This design comes from an exercise in tuning for small area, a short achievable clock period and few clock cycles on the open sky130 flow, not from production work. Only simulation tests tie the RTL to the original design; equivalence was not proved. Power and IR drop assume default switching activity.

## flow/design.v (module list and top-level ports; edited modules follow where they fit)
// module fmul2: 54 lines
// module fsub2: 75 lines
// module ksadd: 26 lines
// module ksinc: 22 lines
// module mant_mul: 789 lines
// module dstep4: 16 lines
// module dstep2: 10 lines
// module fdiv_it: 63 lines
// module MyDesign: 444 lines
module MyDesign (clock, reset, go, rdAddress, wrAddress, WE, readbus, writebus, overflow, finished);
  // ...
==> flow/run.sh <==
#!/bin/bash
# synth_recipe.tcl (not shown) runs the flow's synth.tcl, then flattens the netlist and writes it again
# the make line also repeats each setting of config.mk as NAME=value (left out here)
make -C /OpenROAD-flow-scripts/flow DESIGN_CONFIG=/design/flow/config.mk WORK_HOME=/design/flow/orfs CLKGATE_MAP_FILE= SYNTH_SCRIPT=/design/flow/synth_recipe.tcl finish
==> flow/config.mk <==
export PLATFORM = sky130hd
export DESIGN_NAME = MyDesign
export DESIGN_NICKNAME = MyDesign
export VERILOG_FILES = /design/flow/design.v
export SDC_FILE = /design/flow/constraint.sdc
export NUM_CORES = 8
export LEC_CHECK = 0
export ABC_AREA = 1
export CAP_MARGIN = 30
export CORE_MARGIN = 2
export CORE_UTILIZATION = 35
export PLACE_DENSITY = 0.45
export SLEW_MARGIN = 30
==> flow/constraint.sdc <==
create_clock -name core_clock -period 30.0 [get_ports {clock}]
set_input_delay 6.0000 -clock core_clock [delete_from_list [all_inputs] [get_ports {clock}]]
set_output_delay 6.0000 -clock core_clock [all_outputs]
set_load 0.01 [all_outputs]
==> flow_summary.yaml, run 1 <==
clocking:
  cts_sinks: 1106
  clkTransAtPathRegs_ns: 0.06
  cts_setup_buffers: 0
  clk_latency_ns: 0.88
  holdBufCountCts: 0
synth:
  yosys-top-cells-count: "2167 x nand2_1, 2095 x inv_1, 919 x o22ai_1"
  synth_nets: 13900
  synth_top_family_by_area: "simple AND/OR/NAND/NOR gates"
  syn_area_um2: 98900
  synth_top_area_cell: "edfxtp_1"
  synth-async-reset-ratio_pct: 0
cells_and_area:
  area_growth_pct: 11.6
  seqCellArea_um2: 28800
  inverters: 2163
  nNetsFinal: 13800
  multi_input_area_share_pct: 54.4
  antenna_cells: 19
  buffer_area_share_pct: 3.29
  multi_input_area_um2: 60100
power_and_ir_drop:
  power_frac_clock_pct: 34.0
  p_sw_mw: 2.05
  ir_drop_mv: 0.0676
  p_seq_mw: 1.81
global_route:
  overflow: 0
outcome:
  status: "timing/DRC/antenna clean"
placed_design:
  globalplace.congestion: 1.03
  post_dp_cell_area_um2: 105000
sta:
  rsz0062_at_grt: "false"
  final-setup-viol-count: 0
  tightest_slew_ns: 1.15
drt:
  wirelength_um: 532000
  wl_met1_um: 219000
hold_path:
  whs_path_depth: 0
worst_setup_path:
  worstPathArrival_ns: 10.16
  crit_type: "reg2reg"
  crit_path_start_kind: "flip-flop"
  r2r_cells: 24
  critPathRequiredTime_ns: 30.78
  cp-startpoint: "c_sel_M1_b[3]"
  r2r_start: "c_sel_M1_b[3]"
floorplan:
  core_area_um2: 282000
  start_util_pct: 35.1
  tapCellCount: 3743
  die_area_um2: 287000
Testbench counts, summed over its fixed seeds: cycles 9,928.
==> module fmul2, before the edit <==
module fmul2 (clock, a, b, en2, z);
input         clock;
input  [31:0] a, b;
input         en2;
output reg [31:0] z;
wire [7:0]  ea = a[30:23], eb = b[30:23];
wire        za = (ea == 8'd0), zb = (eb == 8'd0);
wire        ia = (ea == 8'hff), ib = (eb == 8'hff);
wire        na = ia & (a[22:0] != 23'd0), nb = ib & (b[22:0] != 23'd0);
wire [1:0]  cls = (na | nb | (ia & zb) | (ib & za)) ? 2'd3 :
                  (ia | ib) ? 2'd2 : (za | zb) ? 2'd1 : 2'd0;
wire [47:0] ps, pc;
mant_mul mm (.a({1'b1, a[22:0]}), .b({1'b1, b[22:0]}), .s(ps), .c(pc));
wire [21:0] lsum;
wire        lco;
ksadd #(.N(22)) lo (.a(ps[21:0]), .b(pc[21:0]), .ci(1'b0), .s(lsum), .co(lco));
wire [21:0] zx = (ps[21:0] ^ pc[21:0]) ^ {(ps[20:0] | pc[20:0]), 1'b0};
wire        lz = (zx == 22'd0);
reg [25:0] s1, c1;
reg        co1, lz1;
reg [9:0]  e1;
reg        sz1;
reg [1:0]  cl1;
always @(posedge clock) begin
	s1 <= ps[47:22]; c1 <= pc[47:22]; co1 <= lco; lz1 <= lz;
	e1 <= {2'b0, ea} + {2'b0, eb} - 10'd127;
	sz1 <= a[31] ^ b[31];
	cl1 <= cls;
end
wire [25:0] p;
wire        pco;
ksadd #(.N(26)) hi (.a(s1), .b(c1), .ci(co1), .s(p), .co(pco));
wire        n1 = p[25];
wire [23:0] m0 = n1 ? p[25:2] : p[24:1];
wire        g  = n1 ? p[1] : p[0];
wire        st = n1 ? (p[0] | ~lz1) : ~lz1;
wire        up = g & (st | m0[0]);
wire [23:0] mi;
wire        mco;
ksinc #(.N(24)) inc (.a(m0), .ci(up), .s(mi), .co(mco));
wire [9:0]  e0 = e1 + {9'd0, n1} + {9'd0, mco};
wire [22:0] mf = mco ? 23'd0 : mi[22:0];
reg  [31:0] zr;
always @(*) begin
	if (cl1 == 2'd3)                       zr = 32'h7fc00000;
	else if (cl1 == 2'd2)                  zr = {sz1, 8'hff, 23'd0};
	else if (cl1 == 2'd1)                  zr = {sz1, 31'd0};
	else if (e0[9])                        zr = {sz1, 31'd0};
	else if (e0[8] | (e0[7:0] == 8'hff))   zr = {sz1, 8'hff, 23'd0};
	else if (e0[7:0] == 8'd0)              zr = {sz1, 31'd0};
	else                                   zr = {sz1, e0[7:0], mf};
end
always @(posedge clock) if (en2) z <= zr;
endmodule
==> module fsub2, before the edit <==
module fsub2 (clock, a, b, en2, z);
input         clock;
input  [31:0] a, b;
input         en2;
output reg [31:0] z;
wire        sa = a[31], sb = ~b[31];
wire [7:0]  ea = a[30:23], eb = b[30:23];
wire        za = (ea == 8'd0), zb = (eb == 8'd0);
wire        ia = (ea == 8'hff), ib = (eb == 8'hff);
wire        na = ia & (a[22:0] != 23'd0), nb = ib & (b[22:0] != 23'd0);
wire [8:0]  dab = {1'b0, ea} - {1'b0, eb};
wire [7:0]  dba = eb - ea;
wire        egt = ~dab[8] & (dab[7:0] != 8'd0);      
wire        elt = dab[8];                             
wire        mlt = a[22:0] < b[22:0];                  
wire        swap = elt | (~egt & mlt);
wire        sl = swap ? sb : sa;
wire [7:0]  el = elt ? eb : ea;
wire [7:0]  d  = elt ? dba : dab[7:0];
wire [23:0] mx = elt ? {1'b1, b[22:0]} : {1'b1, a[22:0]};
wire [23:0] my = elt ? {1'b1, a[22:0]} : {1'b1, b[22:0]};
wire        sub = sa ^ sb;
wire        big = (d > 8'd26);
wire [4:0]  dc = d[4:0];
wire [49:0] shx = {my, 26'd0} >> dc;
wire [26:0] ay = big ? 27'd1 : {shx[49:24], shx[23:0] != 24'd0};
wire [26:0] lx = {mx, 3'b000};
wire [27:0] sumf = sub ? ({1'b0, lx} - {1'b0, ay}) : ({1'b0, lx} + {1'b0, ay});
wire [23:0] mdr = {1'b1, b[22:0]} - {1'b1, a[22:0]};
wire        rev = ~egt & ~elt & sub & mlt;
wire [27:0] sum = rev ? {1'b0, mdr, 3'b000} : sumf;
reg  [31:0] spv;
reg         spf;
always @(*) begin
	spf = 1'b1;
	if (na | nb | (ia & ib & (sa ^ sb))) spv = 32'h7fc00000;
	else if (ia)        spv = {sa, 8'hff, 23'd0};
	else if (ib)        spv = {sb, 8'hff, 23'd0};
	else if (za & zb)   spv = {sa & sb, 31'd0};
	else if (za)        spv = {sb, b[30:0]};
	else if (zb)        spv = a;
	else begin          spv = 32'd0; spf = 1'b0; end
end
reg [27:0] sum1;
reg [7:0]  el1;
reg        sl1, spf1;
reg [31:0] spv1;
always @(posedge clock) begin
	sum1 <= sum; el1 <= el; sl1 <= sl; spf1 <= spf; spv1 <= spv;
end
reg  [4:0]  lz;
integer     i;
always @(*) begin
	lz = 5'd27;
	for (i = 0; i <= 26; i = i + 1)
		if (sum1[i]) lz = 26 - i;
end
wire [26:0] nl = sum1[26:0] << lz;
wire [26:0] nr = {sum1[27:2], sum1[1] | sum1[0]};
wire [26:0] nm = sum1[27] ? nr : nl;
wire [9:0]  e1 = sum1[27] ? ({2'b0, el1} + 10'd1) : ({2'b0, el1} - {5'd0, lz});
wire        up = nm[2] & (nm[1] | nm[0] | nm[3]);
wire [24:0] mr = {1'b0, nm[26:3]} + {24'd0, up};
wire [9:0]  e2 = e1 + {9'd0, mr[24]};
wire [22:0] mf = mr[24] ? mr[23:1] : mr[22:0];
reg  [31:0] zr;
always @(*) begin
	if (spf1)                              zr = spv1;
	else if (sum1 == 28'd0)                zr = 32'd0;
	else if (e2[9] | (e2[8:0] == 9'd0))    zr = {sl1, 31'd0};
	else if (e2[8] | (e2[7:0] == 8'hff))   zr = {sl1, 8'hff, 23'd0};
	else                                   zr = {sl1, e2[7:0], mf};
end
always @(posedge clock) if (en2) z <= zr;
endmodule
==> inputs of run 2 (changes only) <==
--- a/flow/design.v
+++ b/flow/design.v
@@ -1,13 +1,14 @@
-module fmul2 (clock, a, b, en2, z);
+module fmul2 (clock, a, b, en2, z, zn);
 input         clock;
 input  [31:0] a, b;
 input         en2;
 output reg [31:0] z;
+output     [31:0] zn;       
 wire [7:0]  ea = a[30:23], eb = b[30:23];
 wire        za = (ea == 8'd0), zb = (eb == 8'd0);
 wire        ia = (ea == 8'hff), ib = (eb == 8'hff);
 wire        na = ia & (a[22:0] != 23'd0), nb = ib & (b[22:0] != 23'd0);
 wire [1:0]  cls = (na | nb | (ia & zb) | (ib & za)) ? 2'd3 :
                   (ia | ib) ? 2'd2 : (za | zb) ? 2'd1 : 2'd0;
 wire [47:0] ps, pc;
 mant_mul mm (.a({1'b1, a[22:0]}), .b({1'b1, b[22:0]}), .s(ps), .c(pc));
@@ -45,23 +46,25 @@
 	if (cl1 == 2'd3)                       zr = 32'h7fc00000;
 	else if (cl1 == 2'd2)                  zr = {sz1, 8'hff, 23'd0};
 	else if (cl1 == 2'd1)                  zr = {sz1, 31'd0};
 	else if (e0[9])                        zr = {sz1, 31'd0};
 	else if (e0[8] | (e0[7:0] == 8'hff))   zr = {sz1, 8'hff, 23'd0};
 	else if (e0[7:0] == 8'd0)              zr = {sz1, 31'd0};
 	else                                   zr = {sz1, e0[7:0], mf};
 end
+assign zn = zr;
 always @(posedge clock) if (en2) z <= zr;
 endmodule
-module fsub2 (clock, a, b, en2, z);
+module fsub2 (clock, a, b, en2, z, zn);
 input         clock;
 input  [31:0] a, b;
 input         en2;
 output reg [31:0] z;
+output     [31:0] zn;       
 wire        sa = a[31], sb = ~b[31];
 wire [7:0]  ea = a[30:23], eb = b[30:23];
 wire        za = (ea == 8'd0), zb = (eb == 8'd0);
 wire        ia = (ea == 8'hff), ib = (eb == 8'hff);
 wire        na = ia & (a[22:0] != 23'd0), nb = ib & (b[22:0] != 23'd0);
 wire [8:0]  dab = {1'b0, ea} - {1'b0, eb};
 wire [7:0]  dba = eb - ea;
 wire        egt = ~dab[8] & (dab[7:0] != 8'd0);      
@@ -71,18 +74,21 @@
 wire        sl = swap ? sb : sa;
 wire [7:0]  el = elt ? eb : ea;
 wire [7:0]  d  = elt ? dba : dab[7:0];
 wire [23:0] mx = elt ? {1'b1, b[22:0]} : {1'b1, a[22:0]};
 wire [23:0] my = elt ? {1'b1, a[22:0]} : {1'b1, b[22:0]};
 wire        sub = sa ^ sb;
 wire        big = (d > 8'd26);
 wire [4:0]  dc = d[4:0];
-wire [49:0] shx = {my, 26'd0} >> dc;
-wire [26:0] ay = big ? 27'd1 : {shx[49:24], shx[23:0] != 24'd0};
+wire [26:0] yx = {my, 3'b000};
+wire [26:0] ysh = yx >> dc;
+wire [26:0] ymask = ~(27'h7ffffff << dc);
+wire        ystk = (yx & ymask) != 27'd0;
+wire [26:0] ay = big ? 27'd1 : {ysh[26:1], ysh[0] | ystk};
 wire [26:0] lx = {mx, 3'b000};
 wire [27:0] sumf = sub ? ({1'b0, lx} - {1'b0, ay}) : ({1'b0, lx} + {1'b0, ay});
 wire [23:0] mdr = {1'b1, b[22:0]} - {1'b1, a[22:0]};
 wire        rev = ~egt & ~elt & sub & mlt;
 wire [27:0] sum = rev ? {1'b0, mdr, 3'b000} : sumf;
 reg  [31:0] spv;
 reg         spf;
 always @(*) begin
@@ -120,16 +126,17 @@
 reg  [31:0] zr;
 always @(*) begin
 	if (spf1)                              zr = spv1;
 	else if (sum1 == 28'd0)                zr = 32'd0;
 	else if (e2[9] | (e2[8:0] == 9'd0))    zr = {sl1, 31'd0};
 	else if (e2[8] | (e2[7:0] == 8'hff))   zr = {sl1, 8'hff, 23'd0};
 	else                                   zr = {sl1, e2[7:0], mf};
 end
+assign zn = zr;
 always @(posedge clock) if (en2) z <= zr;
 endmodule
 module ksadd (a, b, ci, s, co);
 parameter N = 8;
 input  [N-1:0] a, b;
 input          ci;
 output [N-1:0] s;
 output         co;
@@ -1059,32 +1066,32 @@
 output [6:0]  rdAddress, wrAddress;
 output        WE, overflow, finished;
 output [31:0] writebus;
 reg  [7:0] t;
 reg         run, finished, overflow, WE;
 reg  [6:0]  rdAddress, wrAddress;
 reg  [31:0] writebus;
 wire [7:0] tn = go ? 8'd1 : run ? t + 8'd1 : 8'd0;
-reg  [7:0] c_sel_M1_a;
-wire [7:0] n_sel_M1_a;
+reg  [8:0] c_sel_M1_a;
+wire [8:0] n_sel_M1_a;
 reg  [7:0] c_sel_M1_b;
 wire [7:0] n_sel_M1_b;
 reg  [8:0] c_sel_M2_a;
 wire [8:0] n_sel_M2_a;
 reg  [10:0] c_sel_M2_b;
 wire [10:0] n_sel_M2_b;
 reg  [0:0] c_sel_S_a;
 wire [0:0] n_sel_S_a;
-reg  [1:0] c_sel_S_b;
-wire [1:0] n_sel_S_b;
+reg  [0:0] c_sel_S_b;
+wire [0:0] n_sel_S_b;
 reg  [3:0] c_sel_D_a;
 wire [3:0] n_sel_D_a;
-reg  [1:0] c_sel_D_b;
-wire [1:0] n_sel_D_b;
+reg  [0:0] c_sel_D_b;
+wire [0:0] n_sel_D_b;
 reg  [0:0] c_ld_B9;
 wire [0:0] n_ld_B9;
 reg  [0:0] c_ld_C9;
 wire [0:0] n_ld_C9;
 reg  [0:0] c_ld_H;
 wire [0:0] n_ld_H;
 reg  [1:0] c_sel_H;
 wire [1:0] n_sel_H;
@@ -1141,77 +1148,76 @@
 reg  [6:0] c_wa;
 wire [6:0] n_wa;
 reg  [0:0] c_neg;
 wire [0:0] n_neg;
 reg  [4:0] c_sel_W;
 wire [4:0] n_sel_W;
 reg  [0:0] c_ovck;
 wire [0:0] n_ovck;
-wire [7:0] r_sel_M1_a;
-assign r_sel_M1_a[0] = (t == 8'd50) | (t == 8'd58) | (t == 8'd59) | (t == 8'd67) | (t == 8'd68) | (t == 8'd78) | (t == 8'd79) | (t == 8'd91) | (t == 8'd92) | (t == 8'd106) | (t == 8'd107) | (t == 8'd123) | (t == 8'd124) | (t == 8'd142) | (t == 8'd143) | (t == 8'd147) | (t == 8'd148);
-assign r_sel_M1_a[1] = (t == 8'd49) | (t == 8'd52) | (t == 8'd54) | (t == 8'd60) | (t == 8'd61) | (t == 8'd62) | (t == 8'd63) | (t == 8'd64) | (t == 8'd65) | (t == 8'd69) | (t == 8'd70) | (t == 8'd71) | (t == 8'd72) | (t == 8'd73) | (t == 8'd74) | (t == 8'd75) | (t == 8'd76) | (t == 8'd80) | (t == 8'd81) | (t == 8'd82) | (t == 8'd83) | (t == 8'd84) | (t == 8'd85) | (t == 8'd86) | (t == 8'd87) | (t == 8'd88) | (t == 8'd89) | (t == 8'd93) | (t == 8'd94) | (t == 8'd95) | (t == 8'd96) | (t == 8'd97) | (t == 8'd98) | (t == 8'd99) | (t == 8'd100) | (t == 8'd101) | (t == 8'd102) | (t == 8'd103) | (t == 8'd104) | (t == 8'd108) | (t == 8'd109) | (t == 8'd110) | (t == 8'd111) | (t == 8'd112) | (t == 8'd113) | (t == 8'd114) | (t == 8'd115) | (t == 8'd116) | (t == 8'd117) | (t == 8'd118) | (t == 8'd119) | (t == 8'd120) | (t == 8'd121) | (t == 8'd125) | (t == 8'd126) | (t == 8'd127) | (t == 8'd128) | (t == 8'd129) | (t == 8'd130) | (t == 8'd131) | (t == 8'd132) | (t == 8'd133) | (t == 8'd134) | (t == 8'd135) | (t == 8'd136) | (t == 8'd137) | (t == 8'd138) | (t == 8'd139) | (t == 8'd140) | (t == 8'd144) | (t == 8'd145);
-assign r_sel_M1_a[2] = (t == 8'd51) | (t == 8'd53);
-assign r_sel_M1_a[3] = (t == 8'd41);
-assign r_sel_M1_a[4] = (t == 8'd37);
-assign r_sel_M1_a[5] = (t == 8'd47);
-assign r_sel_M1_a[6] = (t == 8'd3) | (t == 8'd5) | (t == 8'd9) | (t == 8'd13) | (t == 8'd17) | (t == 8'd21) | (t == 8'd25) | (t == 8'd29) | (t == 8'd33);
-assign r_sel_M1_a[7] = (t == 8'd7) | (t == 8'd11) | (t == 8'd15) | (t == 8'd19) | (t == 8'd23) | (t == 8'd27) | (t == 8'd31) | (t == 8'd35);
-assign n_sel_M1_a = run ? r_sel_M1_a : 8'd0;
+wire [8:0] r_sel_M1_a;
+assign r_sel_M1_a[0] = (t == 8'd36);
+assign r_sel_M1_a[1] = (t == 8'd50) | (t == 8'd58) | (t == 8'd59) | (t == 8'd67) | (t == 8'd68) | (t == 8'd78) | (t == 8'd79) | (t == 8'd91) | (t == 8'd92) | (t == 8'd106) | (t == 8'd107) | (t == 8'd123) | (t == 8'd124) | (t == 8'd142) | (t == 8'd143) | (t == 8'd147) | (t == 8'd148);
+assign r_sel_M1_a[2] = (t == 8'd49) | (t == 8'd52) | (t == 8'd54) | (t == 8'd60) | (t == 8'd61) | (t == 8'd62) | (t == 8'd63) | (t == 8'd64) | (t == 8'd65) | (t == 8'd69) | (t == 8'd70) | (t == 8'd71) | (t == 8'd72) | (t == 8'd73) | (t == 8'd74) | (t == 8'd75) | (t == 8'd76) | (t == 8'd80) | (t == 8'd81) | (t == 8'd82) | (t == 8'd83) | (t == 8'd84) | (t == 8'd85) | (t == 8'd86) | (t == 8'd87) | (t == 8'd88) | (t == 8'd89) | (t == 8'd93) | (t == 8'd94) | (t == 8'd95) | (t == 8'd96) | (t == 8'd97) | (t == 8'd98) | (t == 8'd99) | (t == 8'd100) | (t == 8'd101) | (t == 8'd102) | (t == 8'd103) | (t == 8'd104) | (t == 8'd108) | (t == 8'd109) | (t == 8'd110) | (t == 8'd111) | (t == 8'd112) | (t == 8'd113) | (t == 8'd114) | (t == 8'd115) | (t == 8'd116) | (t == 8'd117) | (t == 8'd118) | (t == 8'd119) | (t == 8'd120) | (t == 8'd121) | (t == 8'd125) | (t == 8'd126) | (t == 8'd127) | (t == 8'd128) | (t == 8'd129) | (t == 8'd130) | (t == 8'd131) | (t == 8'd132) | (t == 8'd133) | (t == 8'd134) | (t == 8'd135) | (t == 8'd136) | (t == 8'd137) | (t == 8'd138) | (t == 8'd139) | (t == 8'd140) | (t == 8'd144) | (t == 8'd145);
+assign r_sel_M1_a[3] = (t == 8'd51) | (t == 8'd53);
+assign r_sel_M1_a[4] = (t == 8'd41);
+assign r_sel_M1_a[5] = (t == 8'd37);
+assign r_sel_M1_a[6] = (t == 8'd47);
+assign r_sel_M1_a[7] = (t == 8'd3) | (t == 8'd5) | (t == 8'd9) | (t == 8'd13) | (t == 8'd17) | (t == 8'd21) | (t == 8'd25) | (t == 8'd29) | (t == 8'd33);
+assign r_sel_M1_a[8] = (t == 8'd7) | (t == 8'd11) | (t == 8'd15) | (t == 8'd19) | (t == 8'd23) | (t == 8'd27) | (t == 8'd31) | (t == 8'd35);
+assign n_sel_M1_a = run ? r_sel_M1_a : 9'd0;
 wire [7:0] r_sel_M1_b;
-assign r_sel_M1_b[0] = (t == 8'd54) | (t == 8'd65) | (t == 8'd76) | (t == 8'd89) | (t == 8'd104) | (t == 8'd121) | (t == 8'd140) | (t == 8'd145) | (t == 8'd148);
+assign r_sel_M1_b[0] = (t == 8'd36) | (t == 8'd54) | (t == 8'd65) | (t == 8'd76) | (t == 8'd89) | (t == 8'd104) | (t == 8'd121) | (t == 8'd140) | (t == 8'd145) | (t == 8'd148);
 assign r_sel_M1_b[1] = (t == 8'd64) | (t == 8'd75) | (t == 8'd88) | (t == 8'd103) | (t == 8'd120) | (t == 8'd139) | (t == 8'd144) | (t == 8'd147);
 assign r_sel_M1_b[2] = (t == 8'd49) | (t == 8'd51) | (t == 8'd53);
 assign r_sel_M1_b[3] = (t == 8'd7) | (t == 8'd11) | (t == 8'd15) | (t == 8'd19) | (t == 8'd23) | (t == 8'd27) | (t == 8'd31) | (t == 8'd35);
 assign r_sel_M1_b[4] = (t == 8'd37);
 assign r_sel_M1_b[5] = (t == 8'd47) | (t == 8'd50) | (t == 8'd52) | (t == 8'd58) | (t == 8'd59) | (t == 8'd60) | (t == 8'd61) | (t == 8'd62) | (t == 8'd63) | (t == 8'd67) | (t == 8'd68) | (t == 8'd69) | (t == 8'd70) | (t == 8'd71) | (t == 8'd72) | (t == 8'd73) | (t == 8'd74) | (t == 8'd78) | (t == 8'd79) | (t == 8'd80) | (t == 8'd81) | (t == 8'd82) | (t == 8'd83) | (t == 8'd84) | (t == 8'd85) | (t == 8'd86) | (t == 8'd87) | (t == 8'd91) | (t == 8'd92) | (t == 8'd93) | (t == 8'd94) | (t == 8'd95) | (t == 8'd96) | (t == 8'd97) | (t == 8'd98) | (t == 8'd99) | (t == 8'd100) | (t == 8'd101) | (t == 8'd102) | (t == 8'd106) | (t == 8'd107) | (t == 8'd108) | (t == 8'd109) | (t == 8'd110) | (t == 8'd111) | (t == 8'd112) | (t == 8'd113) | (t == 8'd114) | (t == 8'd115) | (t == 8'd116) | (t == 8'd117) | (t == 8'd118) | (t == 8'd119) | (t == 8'd123) | (t == 8'd124) | (t == 8'd125) | (t == 8'd126) | (t == 8'd127) | (t == 8'd128) | (t == 8'd129) | (t == 8'd130) | (t == 8'd131) | (t == 8'd132) | (t == 8'd133) | (t == 8'd134) | (t == 8'd135) | (t == 8'd136) | (t == 8'd137) | (t == 8'd138) | (t == 8'd142) | (t == 8'd143);
 assign r_sel_M1_b[6] = (t == 8'd3) | (t == 8'd5);
 assign r_sel_M1_b[7] = (t == 8'd9) | (t == 8'd13) | (t == 8'd17) | (t == 8'd21) | (t == 8'd25) | (t == 8'd29) | (t == 8'd33) | (t == 8'd41);
 assign n_sel_M1_b = run ? r_sel_M1_b : 8'd0;
 wire [8:0] r_sel_M2_a;
 assign r_sel_M2_a[0] = (t == 8'd50) | (t == 8'd59) | (t == 8'd68) | (t == 8'd79) | (t == 8'd92) | (t == 8'd107) | (t == 8'd124) | (t == 8'd143) | (t == 8'd148);
 assign r_sel_M2_a[1] = (t == 8'd51);
 assign r_sel_M2_a[2] = (t == 8'd52) | (t == 8'd54) | (t == 8'd60) | (t == 8'd61) | (t == 8'd62) | (t == 8'd63) | (t == 8'd64) | (t == 8'd65) | (t == 8'd69) | (t == 8'd70) | (t == 8'd71) | (t == 8'd72) | (t == 8'd73) | (t == 8'd74) | (t == 8'd75) | (t == 8'd76) | (t == 8'd80) | (t == 8'd81) | (t == 8'd82) | (t == 8'd83) | (t == 8'd84) | (t == 8'd85) | (t == 8'd86) | (t == 8'd87) | (t == 8'd88) | (t == 8'd89) | (t == 8'd93) | (t == 8'd94) | (t == 8'd95) | (t == 8'd96) | (t == 8'd97) | (t == 8'd98) | (t == 8'd99) | (t == 8'd100) | (t == 8'd101) | (t == 8'd102) | (t == 8'd103) | (t == 8'd104) | (t == 8'd108) | (t == 8'd109) | (t == 8'd110) | (t == 8'd111) | (t == 8'd112) | (t == 8'd113) | (t == 8'd114) | (t == 8'd115) | (t == 8'd116) | (t == 8'd117) | (t == 8'd118) | (t == 8'd119) | (t == 8'd120) | (t == 8'd121) | (t == 8'd125) | (t == 8'd126) | (t == 8'd127) | (t == 8'd128) | (t == 8'd129) | (t == 8'd130) | (t == 8'd131) | (t == 8'd132) | (t == 8'd133) | (t == 8'd134) | (t == 8'd135) | (t == 8'd136) | (t == 8'd137) | (t == 8'd138) | (t == 8'd139) | (t == 8'd140) | (t == 8'd144) | (t == 8'd145);
 assign r_sel_M2_a[3] = (t == 8'd49);
 assign r_sel_M2_a[4] = (t == 8'd105);
 assign r_sel_M2_a[5] = (t == 8'd66) | (t == 8'd90);
 assign r_sel_M2_a[6] = (t == 8'd46) | (t == 8'd77);
-assign r_sel_M2_a[7] = (t == 8'd1) | (t == 8'd6) | (t == 8'd7) | (t == 8'd10) | (t == 8'd11) | (t == 8'd14) | (t == 8'd15) | (t == 8'd18) | (t == 8'd19) | (t == 8'd22) | (t == 8'd23) | (t == 8'd26) | (t == 8'd27) | (t == 8'd30) | (t == 8'd31) | (t == 8'd34) | (t == 8'd35) | (t == 8'd36) | (t == 8'd40) | (t == 8'd47) | (t == 8'd53);
+assign r_sel_M2_a[7] = (t == 8'd1) | (t == 8'd6) | (t == 8'd7) | (t == 8'd10) | (t == 8'd11) | (t == 8'd14) | (t == 8'd15) | (t == 8'd18) | (t == 8'd19) | (t == 8'd22) | (t == 8'd23) | (t == 8'd26) | (t == 8'd27) | (t == 8'd30) | (t == 8'd31) | (t == 8'd35) | (t == 8'd36) | (t == 8'd40) | (t == 8'd47) | (t == 8'd53);
 assign r_sel_M2_a[8] = (t == 8'd44) | (t == 8'd67) | (t == 8'd78) | (t == 8'd91) | (t == 8'd106);
 assign n_sel_M2_a = run ? r_sel_M2_a : 9'd0;
 wire [10:0] r_sel_M2_b;
 assign r_sel_M2_b[0] = (t == 8'd51);
 assign r_sel_M2_b[1] = (t == 8'd36) | (t == 8'd49) | (t == 8'd54) | (t == 8'd64) | (t == 8'd65) | (t == 8'd75) | (t == 8'd76) | (t == 8'd88) | (t == 8'd89) | (t == 8'd103) | (t == 8'd104) | (t == 8'd120) | (t == 8'd121) | (t == 8'd139) | (t == 8'd140) | (t == 8'd144) | (t == 8'd145) | (t == 8'd148);
 assign r_sel_M2_b[2] = (t == 8'd90) | (t == 8'd125) | (t == 8'd126);
 assign r_sel_M2_b[3] = (t == 8'd77) | (t == 8'd105) | (t == 8'd108) | (t == 8'd109) | (t == 8'd127) | (t == 8'd128);
 assign r_sel_M2_b[4] = (t == 8'd93) | (t == 8'd94) | (t == 8'd110) | (t == 8'd111) | (t == 8'd129) | (t == 8'd130);
 assign r_sel_M2_b[5] = (t == 8'd80) | (t == 8'd81) | (t == 8'd95) | (t == 8'd96) | (t == 8'd112) | (t == 8'd113) | (t == 8'd131) | (t == 8'd132);
 assign r_sel_M2_b[6] = (t == 8'd59) | (t == 8'd66) | (t == 8'd69) | (t == 8'd70) | (t == 8'd82) | (t == 8'd83) | (t == 8'd97) | (t == 8'd98) | (t == 8'd114) | (t == 8'd115) | (t == 8'd133) | (t == 8'd134);
 assign r_sel_M2_b[7] = (t == 8'd50) | (t == 8'd60) | (t == 8'd61) | (t == 8'd71) | (t == 8'd72) | (t == 8'd84) | (t == 8'd85) | (t == 8'd99) | (t == 8'd100) | (t == 8'd116) | (t == 8'd117) | (t == 8'd135) | (t == 8'd136);
 assign r_sel_M2_b[8] = (t == 8'd52) | (t == 8'd62) | (t == 8'd63) | (t == 8'd73) | (t == 8'd74) | (t == 8'd86) | (t == 8'd87) | (t == 8'd101) | (t == 8'd102) | (t == 8'd118) | (t == 8'd119) | (t == 8'd137) | (t == 8'd138) | (t == 8'd143);
-assign r_sel_M2_b[9] = (t == 8'd1) | (t == 8'd6) | (t == 8'd10) | (t == 8'd14) | (t == 8'd18) | (t == 8'd22) | (t == 8'd26) | (t == 8'd30) | (t == 8'd34) | (t == 8'd47);
+assign r_sel_M2_b[9] = (t == 8'd1) | (t == 8'd6) | (t == 8'd10) | (t == 8'd14) | (t == 8'd18) | (t == 8'd22) | (t == 8'd26) | (t == 8'd30) | (t == 8'd47);
 assign r_sel_M2_b[10] = (t == 8'd7) | (t == 8'd11) | (t == 8'd15) | (t == 8'd19) | (t == 8'd23) | (t == 8'd27) | (t == 8'd31) | (t == 8'd35) | (t == 8'd40) | (t == 8'd44) | (t == 8'd46) | (t == 8'd53) | (t == 8'd67) | (t == 8'd68) | (t == 8'd78) | (t == 8'd79) | (t == 8'd91) | (t == 8'd92) | (t == 8'd106) | (t == 8'd107) | (t == 8'd124);
 assign n_sel_M2_b = run ? r_sel_M2_b : 11'd0;
 wire [0:0] r_sel_S_a;
 assign r_sel_S_a[0] = (t == 8'd5) | (t == 8'd9) | (t == 8'd13) | (t == 8'd17) | (t == 8'd21) | (t == 8'd25) | (t == 8'd29) | (t == 8'd33) | (t == 8'd37) | (t == 8'd38) | (t == 8'd42) | (t == 8'd46) | (t == 8'd55) | (t == 8'd69) | (t == 8'd80) | (t == 8'd93) | (t == 8'd108);
 assign n_sel_S_a = run ? r_sel_S_a : 1'd0;
-wire [1:0] r_sel_S_b;
-assign r_sel_S_b[0] = (t == 8'd5) | (t == 8'd9) | (t == 8'd13) | (t == 8'd17) | (t == 8'd21) | (t == 8'd25) | (t == 8'd29) | (t == 8'd33) | (t == 8'd37) | (t == 8'd42) | (t == 8'd46);
-assign r_sel_S_b[1] = (t == 8'd38) | (t == 8'd55) | (t == 8'd69) | (t == 8'd80) | (t == 8'd93) | (t == 8'd108);
-assign n_sel_S_b = run ? r_sel_S_b : 2'd0;
+wire [0:0] r_sel_S_b;
+assign r_sel_S_b[0] = (t == 8'd5) | (t == 8'd9) | (t == 8'd13) | (t == 8'd17) | (t == 8'd21) | (t == 8'd25) | (t == 8'd29) | (t == 8'd33) | (t == 8'd37) | (t == 8'd38) | (t == 8'd42) | (t == 8'd46) | (t == 8'd55) | (t == 8'd69) | (t == 8'd80) | (t == 8'd93) | (t == 8'd108);
+assign n_sel_S_b = run ? r_sel_S_b : 1'd0;
 wire [3:0] r_sel_D_a;
 assign r_sel_D_a[0] = (t == 8'd113);
 assign r_sel_D_a[1] = (t == 8'd39) | (t == 8'd48) | (t == 8'd57);
 assign r_sel_D_a[2] = (t == 8'd66) | (t == 8'd77) | (t == 8'd90) | (t == 8'd123);
 assign r_sel_D_a[3] = (t == 8'd134) | (t == 8'd143);
 assign n_sel_D_a = run ? r_sel_D_a : 4'd0;
-wire [1:0] r_sel_D_b;
-assign r_sel_D_b[0] = (t == 8'd39);
-assign r_sel_D_b[1] = (t == 8'd48) | (t == 8'd57) | (t == 8'd66) | (t == 8'd77) | (t == 8'd90) | (t == 8'd113) | (t == 8'd123) | (t == 8'd134) | (t == 8'd143);
-assign n_sel_D_b = run ? r_sel_D_b : 2'd0;
+wire [0:0] r_sel_D_b;
+assign r_sel_D_b[0] = (t == 8'd39) | (t == 8'd48) | (t == 8'd57) | (t == 8'd66) | (t == 8'd77) | (t == 8'd90) | (t == 8'd113) | (t == 8'd123) | (t == 8'd134) | (t == 8'd143);
+assign n_sel_D_b = run ? r_sel_D_b : 1'd0;
 wire [0:0] r_ld_B9;
 assign r_ld_B9[0] = (t == 8'd33);
 assign n_ld_B9 = run ? r_ld_B9 : 1'd0;
 wire [0:0] r_ld_C9;
 assign r_ld_C9[0] = (t == 8'd34);
 assign n_ld_C9 = run ? r_ld_C9 : 1'd0;
 wire [0:0] r_ld_H;
 assign r_ld_H[0] = (t == 8'd49) | (t == 8'd66) | (t == 8'd77) | (t == 8'd90) | (t == 8'd105) | (t == 8'd122) | (t == 8'd141) | (t == 8'd146) | (t == 8'd149);
@@ -1271,31 +1277,31 @@
 wire [1:0] r_sel_PH8;
 assign r_sel_PH8[0] = (t == 8'd32);
 assign r_sel_PH8[1] = (t == 8'd44);
 assign n_sel_PH8 = run ? r_sel_PH8 : 2'd0;
 wire [0:0] r_ld_PH9;
 assign r_ld_PH9[0] = (t == 8'd40);
 assign n_ld_PH9 = run ? r_ld_PH9 : 1'd0;
 wire [0:0] r_ld_TH10;
-assign r_ld_TH10[0] = (t == 8'd39);
+assign r_ld_TH10[0] = (t == 8'd38);
 assign n_ld_TH10 = run ? r_ld_TH10 : 1'd0;
 wire [0:0] r_ld_XR;
-assign r_ld_XR[0] = (t == 8'd36) | (t == 8'd39) | (t == 8'd43) | (t == 8'd48) | (t == 8'd68) | (t == 8'd79) | (t == 8'd92) | (t == 8'd107) | (t == 8'd121) | (t == 8'd141);
+assign r_ld_XR[0] = (t == 8'd4) | (t == 8'd8) | (t == 8'd12) | (t == 8'd16) | (t == 8'd20) | (t == 8'd24) | (t == 8'd28) | (t == 8'd32) | (t == 8'd36) | (t == 8'd37) | (t == 8'd38) | (t == 8'd42) | (t == 8'd47) | (t == 8'd67) | (t == 8'd78) | (t == 8'd91) | (t == 8'd106) | (t == 8'd121) | (t == 8'd141);
 assign n_ld_XR = run ? r_ld_XR : 1'd0;
 wire [2:0] r_sel_XR;
-assign r_sel_XR[0] = (t == 8'd39) | (t == 8'd43);
-assign r_sel_XR[1] = (t == 8'd36) | (t == 8'd48) | (t == 8'd68) | (t == 8'd79) | (t == 8'd92) | (t == 8'd107);
+assign r_sel_XR[0] = (t == 8'd4) | (t == 8'd8) | (t == 8'd12) | (t == 8'd16) | (t == 8'd20) | (t == 8'd24) | (t == 8'd28) | (t == 8'd32) | (t == 8'd36) | (t == 8'd37) | (t == 8'd38) | (t == 8'd42);
+assign r_sel_XR[1] = (t == 8'd47) | (t == 8'd67) | (t == 8'd78) | (t == 8'd91) | (t == 8'd106);
 assign r_sel_XR[2] = (t == 8'd121) | (t == 8'd141);
 assign n_sel_XR = run ? r_sel_XR : 3'd0;
 wire [0:0] r_en_M1;
-assign r_en_M1[0] = (t == 8'd4) | (t == 8'd6) | (t == 8'd8) | (t == 8'd10) | (t == 8'd12) | (t == 8'd14) | (t == 8'd16) | (t == 8'd18) | (t == 8'd20) | (t == 8'd22) | (t == 8'd24) | (t == 8'd26) | (t == 8'd28) | (t == 8'd30) | (t == 8'd32) | (t == 8'd34) | (t == 8'd36) | (t == 8'd38) | (t == 8'd42) | (t == 8'd48) | (t == 8'd50) | (t == 8'd51) | (t == 8'd52) | (t == 8'd53) | (t == 8'd54) | (t == 8'd55) | (t == 8'd59) | (t == 8'd60) | (t == 8'd61) | (t == 8'd62) | (t == 8'd63) | (t == 8'd64) | (t == 8'd65) | (t == 8'd66) | (t == 8'd68) | (t == 8'd69) | (t == 8'd70) | (t == 8'd71) | (t == 8'd72) | (t == 8'd73) | (t == 8'd74) | (t == 8'd75) | (t == 8'd76) | (t == 8'd77) | (t == 8'd79) | (t == 8'd80) | (t == 8'd81) | (t == 8'd82) | (t == 8'd83) | (t == 8'd84) | (t == 8'd85) | (t == 8'd86) | (t == 8'd87) | (t == 8'd88) | (t == 8'd89) | (t == 8'd90) | (t == 8'd92) | (t == 8'd93) | (t == 8'd94) | (t == 8'd95) | (t == 8'd96) | (t == 8'd97) | (t == 8'd98) | (t == 8'd99) | (t == 8'd100) | (t == 8'd101) | (t == 8'd102) | (t == 8'd103) | (t == 8'd104) | (t == 8'd105) | (t == 8'd107) | (t == 8'd108) | (t == 8'd109) | (t == 8'd110) | (t == 8'd111) | (t == 8'd112) | (t == 8'd113) | (t == 8'd114) | (t == 8'd115) | (t == 8'd116) | (t == 8'd117) | (t == 8'd118) | (t == 8'd119) | (t == 8'd120) | (t == 8'd121) | (t == 8'd122) | (t == 8'd124) | (t == 8'd125) | (t == 8'd126) | (t == 8'd127) | (t == 8'd128) | (t == 8'd129) | (t == 8'd130) | (t == 8'd131) | (t == 8'd132) | (t == 8'd133) | (t == 8'd134) | (t == 8'd135) | (t == 8'd136) | (t == 8'd137) | (t == 8'd138) | (t == 8'd139) | (t == 8'd140) | (t == 8'd141) | (t == 8'd143) | (t == 8'd144) | (t == 8'd145) | (t == 8'd146) | (t == 8'd148) | (t == 8'd149);
+assign r_en_M1[0] = (t == 8'd4) | (t == 8'd6) | (t == 8'd8) | (t == 8'd10) | (t == 8'd12) | (t == 8'd14) | (t == 8'd16) | (t == 8'd18) | (t == 8'd20) | (t == 8'd22) | (t == 8'd24) | (t == 8'd26) | (t == 8'd28) | (t == 8'd30) | (t == 8'd32) | (t == 8'd34) | (t == 8'd36) | (t == 8'd37) | (t == 8'd38) | (t == 8'd42) | (t == 8'd48) | (t == 8'd50) | (t == 8'd51) | (t == 8'd52) | (t == 8'd53) | (t == 8'd54) | (t == 8'd55) | (t == 8'd59) | (t == 8'd60) | (t == 8'd61) | (t == 8'd62) | (t == 8'd63) | (t == 8'd64) | (t == 8'd65) | (t == 8'd66) | (t == 8'd68) | (t == 8'd69) | (t == 8'd70) | (t == 8'd71) | (t == 8'd72) | (t == 8'd73) | (t == 8'd74) | (t == 8'd75) | (t == 8'd76) | (t == 8'd77) | (t == 8'd79) | (t == 8'd80) | (t == 8'd81) | (t == 8'd82) | (t == 8'd83) | (t == 8'd84) | (t == 8'd85) | (t == 8'd86) | (t == 8'd87) | (t == 8'd88) | (t == 8'd89) | (t == 8'd90) | (t == 8'd92) | (t == 8'd93) | (t == 8'd94) | (t == 8'd95) | (t == 8'd96) | (t == 8'd97) | (t == 8'd98) | (t == 8'd99) | (t == 8'd100) | (t == 8'd101) | (t == 8'd102) | (t == 8'd103) | (t == 8'd104) | (t == 8'd105) | (t == 8'd107) | (t == 8'd108) | (t == 8'd109) | (t == 8'd110) | (t == 8'd111) | (t == 8'd112) | (t == 8'd113) | (t == 8'd114) | (t == 8'd115) | (t == 8'd116) | (t == 8'd117) | (t == 8'd118) | (t == 8'd119) | (t == 8'd120) | (t == 8'd121) | (t == 8'd122) | (t == 8'd124) | (t == 8'd125) | (t == 8'd126) | (t == 8'd127) | (t == 8'd128) | (t == 8'd129) | (t == 8'd130) | (t == 8'd131) | (t == 8'd132) | (t == 8'd133) | (t == 8'd134) | (t == 8'd135) | (t == 8'd136) | (t == 8'd137) | (t == 8'd138) | (t == 8'd139) | (t == 8'd140) | (t == 8'd141) | (t == 8'd143) | (t == 8'd144) | (t == 8'd145) | (t == 8'd146) | (t == 8'd148) | (t == 8'd149);
 assign n_en_M1 = run ? r_en_M1 : 1'd0;
 wire [0:0] r_en_M2;
-assign r_en_M2[0] = (t == 8'd2) | (t == 8'd7) | (t == 8'd8) | (t == 8'd11) | (t == 8'd12) | (t == 8'd15) | (t == 8'd16) | (t == 8'd19) | (t == 8'd20) | (t == 8'd23) | (t == 8'd24) | (t == 8'd27) | (t == 8'd28) | (t == 8'd31) | (t == 8'd32) | (t == 8'd35) | (t == 8'd36) | (t == 8'd37) | (t == 8'd41) | (t == 8'd45) | (t == 8'd47) | (t == 8'd48) | (t == 8'd50) | (t == 8'd51) | (t == 8'd52) | (t == 8'd53) | (t == 8'd54) | (t == 8'd55) | (t == 8'd60) | (t == 8'd61) | (t == 8'd62) | (t == 8'd63) | (t == 8'd64) | (t == 8'd65) | (t == 8'd66) | (t == 8'd67) | (t == 8'd68) | (t == 8'd69) | (t == 8'd70) | (t == 8'd71) | (t == 8'd72) | (t == 8'd73) | (t == 8'd74) | (t == 8'd75) | (t == 8'd76) | (t == 8'd77) | (t == 8'd78) | (t == 8'd79) | (t == 8'd80) | (t == 8'd81) | (t == 8'd82) | (t == 8'd83) | (t == 8'd84) | (t == 8'd85) | (t == 8'd86) | (t == 8'd87) | (t == 8'd88) | (t == 8'd89) | (t == 8'd90) | (t == 8'd91) | (t == 8'd92) | (t == 8'd93) | (t == 8'd94) | (t == 8'd95) | (t == 8'd96) | (t == 8'd97) | (t == 8'd98) | (t == 8'd99) | (t == 8'd100) | (t == 8'd101) | (t == 8'd102) | (t == 8'd103) | (t == 8'd104) | (t == 8'd105) | (t == 8'd106) | (t == 8'd107) | (t == 8'd108) | (t == 8'd109) | (t == 8'd110) | (t == 8'd111) | (t == 8'd112) | (t == 8'd113) | (t == 8'd114) | (t == 8'd115) | (t == 8'd116) | (t == 8'd117) | (t == 8'd118) | (t == 8'd119) | (t == 8'd120) | (t == 8'd121) | (t == 8'd122) | (t == 8'd125) | (t == 8'd126) | (t == 8'd127) | (t == 8'd128) | (t == 8'd129) | (t == 8'd130) | (t == 8'd131) | (t == 8'd132) | (t == 8'd133) | (t == 8'd134) | (t == 8'd135) | (t == 8'd136) | (t == 8'd137) | (t == 8'd138) | (t == 8'd139) | (t == 8'd140) | (t == 8'd141) | (t == 8'd144) | (t == 8'd145) | (t == 8'd146) | (t == 8'd149);
+assign r_en_M2[0] = (t == 8'd2) | (t == 8'd7) | (t == 8'd8) | (t == 8'd11) | (t == 8'd12) | (t == 8'd15) | (t == 8'd16) | (t == 8'd19) | (t == 8'd20) | (t == 8'd23) | (t == 8'd24) | (t == 8'd27) | (t == 8'd28) | (t == 8'd31) | (t == 8'd32) | (t == 8'd36) | (t == 8'd37) | (t == 8'd41) | (t == 8'd45) | (t == 8'd47) | (t == 8'd48) | (t == 8'd50) | (t == 8'd51) | (t == 8'd52) | (t == 8'd53) | (t == 8'd54) | (t == 8'd55) | (t == 8'd60) | (t == 8'd61) | (t == 8'd62) | (t == 8'd63) | (t == 8'd64) | (t == 8'd65) | (t == 8'd66) | (t == 8'd67) | (t == 8'd68) | (t == 8'd69) | (t == 8'd70) | (t == 8'd71) | (t == 8'd72) | (t == 8'd73) | (t == 8'd74) | (t == 8'd75) | (t == 8'd76) | (t == 8'd77) | (t == 8'd78) | (t == 8'd79) | (t == 8'd80) | (t == 8'd81) | (t == 8'd82) | (t == 8'd83) | (t == 8'd84) | (t == 8'd85) | (t == 8'd86) | (t == 8'd87) | (t == 8'd88) | (t == 8'd89) | (t == 8'd90) | (t == 8'd91) | (t == 8'd92) | (t == 8'd93) | (t == 8'd94) | (t == 8'd95) | (t == 8'd96) | (t == 8'd97) | (t == 8'd98) | (t == 8'd99) | (t == 8'd100) | (t == 8'd101) | (t == 8'd102) | (t == 8'd103) | (t == 8'd104) | (t == 8'd105) | (t == 8'd106) | (t == 8'd107) | (t == 8'd108) | (t == 8'd109) | (t == 8'd110) | (t == 8'd111) | (t == 8'd112) | (t == 8'd113) | (t == 8'd114) | (t == 8'd115) | (t == 8'd116) | (t == 8'd117) | (t == 8'd118) | (t == 8'd119) | (t == 8'd120) | (t == 8'd121) | (t == 8'd122) | (t == 8'd125) | (t == 8'd126) | (t == 8'd127) | (t == 8'd128) | (t == 8'd129) | (t == 8'd130) | (t == 8'd131) | (t == 8'd132) | (t == 8'd133) | (t == 8'd134) | (t == 8'd135) | (t == 8'd136) | (t == 8'd137) | (t == 8'd138) | (t == 8'd139) | (t == 8'd140) | (t == 8'd141) | (t == 8'd144) | (t == 8'd145) | (t == 8'd146) | (t == 8'd149);
 assign n_en_M2 = run ? r_en_M2 : 1'd0;
 wire [0:0] r_en_S;
 assign r_en_S[0] = (t == 8'd6) | (t == 8'd10) | (t == 8'd14) | (t == 8'd18) | (t == 8'd22) | (t == 8'd26) | (t == 8'd30) | (t == 8'd34) | (t == 8'd38) | (t == 8'd39) | (t == 8'd43) | (t == 8'd47) | (t == 8'd56) | (t == 8'd70) | (t == 8'd81) | (t == 8'd94) | (t == 8'd109);
 assign n_en_S = run ? r_en_S : 1'd0;
 wire [0:0] r_dgo;
 assign r_dgo[0] = (t == 8'd39) | (t == 8'd48) | (t == 8'd57) | (t == 8'd66) | (t == 8'd77) | (t == 8'd90) | (t == 8'd113) | (t == 8'd123) | (t == 8'd134) | (t == 8'd143);
 assign n_dgo = run ? r_dgo : 1'd0;
 wire [6:0] r_rd;
@@ -1331,24 +1337,24 @@
 assign n_sel_W = run ? r_sel_W : 5'd0;
 wire [0:0] r_ovck;
 assign r_ovck[0] = (t == 8'd39);
 assign n_ovck = run ? r_ovck : 1'd0;
 reg reset_q;
 always @(posedge clock) reset_q <= reset;
 always @(posedge clock) begin
 	if (!reset_q) begin
-		c_sel_M1_a <= 8'd0;
+		c_sel_M1_a <= 9'd0;
 		c_sel_M1_b <= 8'd0;
 		c_sel_M2_a <= 9'd0;
 		c_sel_M2_b <= 11'd0;
 		c_sel_S_a <= 1'd0;
-		c_sel_S_b <= 2'd0;
+		c_sel_S_b <= 1'd0;
 		c_sel_D_a <= 4'd0;
-		c_sel_D_b <= 2'd0;
+		c_sel_D_b <= 1'd0;
 		c_ld_B9 <= 1'd0;
 		c_ld_C9 <= 1'd0;
 		c_ld_H <= 1'd0;
 		c_sel_H <= 2'd0;
 		c_ld_PH10 <= 1'd0;
 		c_ld_PH2 <= 1'd0;
 		c_sel_PH2 <= 2'd0;
 		c_ld_PH3 <= 1'd0;
@@ -1428,17 +1434,17 @@
 		t <= tn;
 		if (go) begin run <= 1'b1; finished <= 1'b0; end
 		else if (t == 8'd154) begin run <= 1'b0; finished <= 1'b1; end
 	end
 end
 reg  [31:0] RB, RB2;
 always @(posedge clock) begin RB <= readbus; RB2 <= RB; end
 always @(posedge clock) rdAddress <= reset ? n_rd : 7'd0;
-wire [31:0] M1, M2, S, D;
+wire [31:0] M1, M2, S, D, M1n, M2n, Sn;
 reg  [31:0] in_M1_a;
 reg  [31:0] in_M1_b;
 reg  [31:0] in_M2_a;
 reg  [31:0] in_M2_b;
 reg  [31:0] in_S_a;
 reg  [31:0] in_S_b;
 reg  [31:0] in_D_a;
 reg  [31:0] in_D_b;
@@ -1452,43 +1458,43 @@
 reg  [31:0] PH5;
 reg  [31:0] PH6;
 reg  [31:0] PH7;
 reg  [31:0] PH8;
 reg  [31:0] PH9;
 reg  [31:0] TH10;
 reg  [31:0] XR;
 wire [31:0] ONE = 32'h3f800000;
-always @(*) in_M1_a = (D & {32{c_sel_M1_a[0]}}) | (M1 & {32{c_sel_M1_a[1]}}) | (M2 & {32{c_sel_M1_a[2]}}) | (PH7 & {32{c_sel_M1_a[3]}}) | (PH8 & {32{c_sel_M1_a[4]}}) | (PH9 & {32{c_sel_M1_a[5]}}) | (RB & {32{c_sel_M1_a[6]}}) | (RB2 & {32{c_sel_M1_a[7]}});
+always @(*) in_M1_a = (C9 & {32{c_sel_M1_a[0]}}) | (D & {32{c_sel_M1_a[1]}}) | (M1 & {32{c_sel_M1_a[2]}}) | (M2 & {32{c_sel_M1_a[3]}}) | (PH7 & {32{c_sel_M1_a[4]}}) | (PH8 & {32{c_sel_M1_a[5]}}) | (PH9 & {32{c_sel_M1_a[6]}}) | (RB & {32{c_sel_M1_a[7]}}) | (RB2 & {32{c_sel_M1_a[8]}});
 always @(*) in_M1_b = (B9 & {32{c_sel_M1_b[0]}}) | (C9 & {32{c_sel_M1_b[1]}}) | (D & {32{c_sel_M1_b[2]}}) | (M1 & {32{c_sel_M1_b[3]}}) | (PH10 & {32{c_sel_M1_b[4]}}) | (RB & {32{c_sel_M1_b[5]}}) | (RB2 & {32{c_sel_M1_b[6]}}) | (S & {32{c_sel_M1_b[7]}});
 always @(*) in_M2_a = (D & {32{c_sel_M2_a[0]}}) | (H & {32{c_sel_M2_a[1]}}) | (M1 & {32{c_sel_M2_a[2]}}) | (M2 & {32{c_sel_M2_a[3]}}) | (PH2 & {32{c_sel_M2_a[4]}}) | (PH5 & {32{c_sel_M2_a[5]}}) | (PH6 & {32{c_sel_M2_a[6]}}) | (RB & {32{c_sel_M2_a[7]}}) | (RB2 & {32{c_sel_M2_a[8]}});
 always @(*) in_M2_b = (C9 & {32{c_sel_M2_b[0]}}) | (PH10 & {32{c_sel_M2_b[1]}}) | (PH3 & {32{c_sel_M2_b[2]}}) | (PH4 & {32{c_sel_M2_b[3]}}) | (PH5 & {32{c_sel_M2_b[4]}}) | (PH6 & {32{c_sel_M2_b[5]}}) | (PH7 & {32{c_sel_M2_b[6]}}) | (PH8 & {32{c_sel_M2_b[7]}}) | (PH9 & {32{c_sel_M2_b[8]}}) | (RB2 & {32{c_sel_M2_b[9]}}) | (S & {32{c_sel_M2_b[10]}});
 always @(*) in_S_a = M2;
-always @(*) in_S_b = (M1 & {32{c_sel_S_b[0]}}) | (XR & {32{c_sel_S_b[1]}});
+always @(*) in_S_b = XR;
 always @(*) in_D_a = (ONE & {32{c_sel_D_a[0]}}) | (RB & {32{c_sel_D_a[1]}}) | (RB2 & {32{c_sel_D_a[2]}}) | (XR & {32{c_sel_D_a[3]}});
-always @(*) in_D_b = (S & {32{c_sel_D_b[0]}}) | (TH10 & {32{c_sel_D_b[1]}});
-fmul2 u_m1 (.clock(clock), .a(in_M1_a), .b(in_M1_b), .en2(c_en_M1), .z(M1));
-fmul2 u_m2 (.clock(clock), .a(in_M2_a), .b(in_M2_b), .en2(c_en_M2), .z(M2));
-fsub2 u_s (.clock(clock), .a(in_S_a), .b(in_S_b), .en2(c_en_S), .z(S));
+always @(*) in_D_b = TH10;
+fmul2 u_m1 (.clock(clock), .a(in_M1_a), .b(in_M1_b), .en2(c_en_M1), .z(M1), .zn(M1n));
+fmul2 u_m2 (.clock(clock), .a(in_M2_a), .b(in_M2_b), .en2(c_en_M2), .z(M2), .zn(M2n));
+fsub2 u_s (.clock(clock), .a(in_S_a), .b(in_S_b), .en2(c_en_S), .z(S), .zn(Sn));
 fdiv_it u_d (.clock(clock), .go(c_dgo), .a(in_D_a), .b(in_D_b), .z(D));
 always @(posedge clock) begin
 	if (c_ld_B9) B9 <= RB;
 	if (c_ld_C9) C9 <= RB;
 	if (c_ld_H) H <= (M1 & {32{c_sel_H[0]}}) | (M2 & {32{c_sel_H[1]}});
 	if (c_ld_PH10) PH10 <= RB;
 	if (c_ld_PH2) PH2 <= (M2 & {32{c_sel_PH2[0]}}) | (S & {32{c_sel_PH2[1]}});
 	if (c_ld_PH3) PH3 <= (M2 & {32{c_sel_PH3[0]}}) | (S & {32{c_sel_PH3[1]}});
 	if (c_ld_PH4) PH4 <= (M2 & {32{c_sel_PH4[0]}}) | (S & {32{c_sel_PH4[1]}});
 	if (c_ld_PH5) PH5 <= (M2 & {32{c_sel_PH5[0]}}) | (S & {32{c_sel_PH5[1]}});
 	if (c_ld_PH6) PH6 <= (M2 & {32{c_sel_PH6[0]}}) | (S & {32{c_sel_PH6[1]}});
 	if (c_ld_PH7) PH7 <= (M2 & {32{c_sel_PH7[0]}}) | (S & {32{c_sel_PH7[1]}});
 	if (c_ld_PH8) PH8 <= (M2 & {32{c_sel_PH8[0]}}) | (S & {32{c_sel_PH8[1]}});
 	if (c_ld_PH9) PH9 <= S;
-	if (c_ld_TH10) TH10 <= S;
-	if (c_ld_XR) XR <= (M1 & {32{c_sel_XR[0]}}) | (M2 & {32{c_sel_XR[1]}}) | (RB & {32{c_sel_XR[2]}});
+	if (c_ld_TH10) TH10 <= Sn;
+	if (c_ld_XR) XR <= (M1n & {32{c_sel_XR[0]}}) | (M2n & {32{c_sel_XR[1]}}) | (RB & {32{c_sel_XR[2]}});
 end
 reg [31:0] wv;
 always @(*) wv = (D & {32{c_sel_W[0]}}) | (H & {32{c_sel_W[1]}}) | (M1 & {32{c_sel_W[2]}}) | (M2 & {32{c_sel_W[3]}}) | (S & {32{c_sel_W[4]}});
 always @(posedge clock) begin
 	WE <= reset & reset_q & c_we;
 	wrAddress <= c_wa;
 	writebus <= {wv[31] ^ c_neg, wv[30:0]};
 end
==> run 2 against run 1 <==
Effect of this change:
- synthesized area is 0.88% lower
- final cell count fell by 0.78%
- register-to-register slack improved by 0.14 ns
- largest cell class unchanged
- setup slack improved by 0.14 ns
- clock power about the same
==> flow_summary.yaml, run 2 <==
outcome:
  status: "timing/DRC/antenna clean"
sta:
  clock_skew_ns: 0.0880
  tightest_slew_ns: 1.17
  finalMaxSlewViolations: 0
  final-setup-viol-count: 0
  rsz0062_at_grt: "false"
  setup-tns-final_ns: 0
  fin_crit_ns: 9.25
  slew_headroom_pct: 22.3
  post-route-period-util_pct: 30.8
  hold_violations: 0
  fmax_ghz: 0.108
clocking:
  clk_latency_ns: 0.89
  holdBufCountCts: 0
  clockRootBuffer: "clkbuf_16"
  htree_num_levels: 4
  cts_sinks: 1105
  clkTransAtPathRegs_ns: 0.06
  cts-buffers-inserted: 152
  cts_resized: 0
  cts_tree: "built"
  clockBufferDepth: 4
  cts_setup_buffers: 0
cells_and_area:
  fin_util_pct: 39.2
  area_growth_pct: 11.6
  drive_above_1_share_pct: 6.59
  final_cell_mix: "2259 x nand2_1, 1868 x inv_1, 876 x nor2_1"
  nNetsFinal: 13700
  final_common_cell: "nand2_1"
  finalInstanceArea_um2: 109000
synth:
  yosysWarnings: 9
  synth-xor-area-share_pct: 7.78
  synth_top_family_by_area: "simple AND/OR/NAND/NOR gates"
  synth_compound_area_share_pct: 16.9
  ys_ff_latch: 1105
  synthMuxAreaShare_pct: 0.102
  synthCells: 12600
  synth_top_area_share_pct: 20.2
  synth_top_area_cell: "edfxtp_1"
  yosys.area_share.simple_pct: 18.4
  synth_edf_count: 661
  ys.flop_type: "edfxtp_1"
  ys_seq_area_share_pct: 29.3
  synth_cell_type_count: 83
  ys_top_cells_by_area: "edfxtp_1 20%, fa_1 10%, dfxtp_1 9.1%"
  syn_area_um2: 98000
  synthAdderAreaFrac_pct: 17.4
  syn_area_per_cell_um2: 7.78
  synth_nets: 13700
  yosys-top-cells-count: "2264 x nand2_1, 1887 x inv_1, 889 x nor2_1"
  synth-async-reset-ratio_pct: 0
  yosysMostFrequentCell: "nand2_1"
drt:
  ant_nets: 0
  wirelength_um: 578000
  wl_met3_um: 59800
  top_layer: "met5"
  met2WireLength_um: 242000
  wl_per_cell_um: 35.1
  wl_met1_um: 228000
  dr.pass1.iters: 9
  drtIter0Drc: 13600
  viasPerCell: 6.03
  drc: 0
  num_vias: 99400
global_route:
  grt_max_degree: 70
  grt_pass1_wl_um: 786000
  overflow: 0
  grt_pass1_vias: 95900
  antenna_found_initial: 53
  track_usage_pct: 39.4
worst_setup_path:
  crit_path_start_kind: "flip-flop"
  endpoint_kind: "flip-flop"
  crit_type: "reg2reg"
  cp_max_fo: 23
  worstPathArrival_ns: 9.96
  r2r_cells: 25
  r2r_slack_ns: 20.75
  critPathRequiredTime_ns: 30.71
placed_design:
  globalplace.congestion: 1.04
  portBuffers: 83
  post_dp_cell_area_um2: 104000
  dp_hpwl_um: 434000
floorplan:
  ioPinCount: 84
  die_h_um: 533
  start_util_pct: 35.2
  rows: 194
  die_w_um: 533
  core_area_um2: 279000
  die_area_um2: 284000
hold_path:
  whs_path_depth: 0
  hold_path_class: "reg2reg"
power_and_ir_drop:
  p_leak_nw: 48.2
  power.density_nw_per_um2: 40.6
  ir_drop_mv: 0.0568
job:
  cap_violations: 0
[run 2: changes by cell type after synthesis, moves of 32 or more]
cell and delta:
inv_1 -208, nand2_1 +97, clkbuf_1 -43, nor2_1 +60, nand3_1 -61, clkinv_1 +32, o22ai_1 -75
[run 2: critical path, stage by stage, from the launching register on]
cell and delay [ns]:
dfxtp_1 0.31, buf_4 0.46, clkinv_1 0.65, buf_4 0.45, o22ai_1 0.60, nor4_2 0.13, buf_4 0.29, inv_1 0.70
nor2_1 0.17, inv_1 0.12, a21oi_1 0.09, inv_1 0.69, o22ai_1 0.17, xor2_1 0.24, fa_1 0.47, fa_1 0.54
fa_1 0.44, fa_1 0.52, inv_1 0.05, fa_1 0.50, ha_1 0.36, nand2_1 0.09, o21ai_0 0.07, a2111oi_0 0.36
o211ai_1 0.15, a2111oi_0 0.46
[run 2: through the flow]
| step | hold slack (ns) | setup WS [ns] | cells | power, mW |
|---|---|---|---|---|
| after floorplan | 0.310 | 23.29 | 12600 | 2.19 |
| after global placement | 0.318 | 20.98 | 16100 | 2.59 |
| after detailed placement | 0.313 | 21.04 | 16100 | 2.59 |
| after CTS | 0.325 | 21.02 | 16400 | 4.46 |
| after global routing | 0.334 | 20.52 | 16400 | 4.58 |
| final | 0.323 | 20.75 | 16500 | 4.45 |
[run 2: worst paths after layout]
check                start      endpoint
max          c_sel_M1_b[6]      u_m1.lz1
min                c_wa[6]  wrAddress[6]
max reg2reg  c_sel_M1_b[6]      u_m1.lz1
min reg2reg        c_wa[6]  wrAddress[6]
[run 2: kinds of logic (layout without fill, tap and decap cells)]
family / Yosys count / after routing
buffers and inverters: 2605 / 2694
AOI/OAI and AO/OA: 2712 / 2712
other: 0 / 51
and+or+nand+nor: 4239 / 4239
xor gates and xnor gates: 871 / 871
adders and majority gates: 1061 / 1061
DFF: 1105 / 1105
muxes: 10 / 10
[run 2: metal layers]
layer | up-vias | track usage, %
li1 | 42500 | -
met1 | 49000 | 49.8
met2 | 6191 | 58.2
met3 | 1585 | 10.8
met4 | 34 | 26.9
met5 | - | 0
[run 2: cell type report]
type                            instances  area [um2]
Fill cell                           28800      169000
Clock inverter                         51         537
Sequential cell                      1105       28800
Antenna cell                           51         128
Clock buffer                          225        4470
Timing Repair Buffer                  422        3430
Multi-Input combinational cell       8893       59900
Tap cell                             3724        4660
Inverter                             1996        7520
[run 2: power breakdown]
group / switching (mW) / internal (mW)
Sequential: 0.0232 / 1.62
Combinational: 0.692 / 0.233
Clock: 0.801 / 1.08
Total: 1.52 / 2.93
Testbench counts of run 2, summed over its fixed seeds: cycles 9,928.

==> static timing again, ports no longer ideal <==
The flow's constraints put no driver on any port. The routed layouts listed below were extracted and timed again, unchanged, in two steps. Step 1: set_driving_cell puts a clkbuf_16 on clock and a buf_2 on each other input, an assumption about the parent block. Step 2 also shifts input and output timing later by t, the mid clock arrival at the registers, as if the neighbouring blocks saw the same clock. Slacks: no drivers / after step 1 / after step 2; pairs: no drivers / after step 1.
run | shift t [ns] | setup slack, ns | hold slack, ns | worst data-port slew with drivers (ns) | pins driven straight from the clock port
run 1 | 0.955 | 20.617 / 20.617 / 20.617 | 0.331 / 0.331 / 0.331 | 0.08 | 1
run 2 | 0.954 | 20.752 / 20.752 / 20.752 | 0.323 / 0.323 / 0.323 | 0.06 | 1
After both steps setup and hold are still met in every run listed.
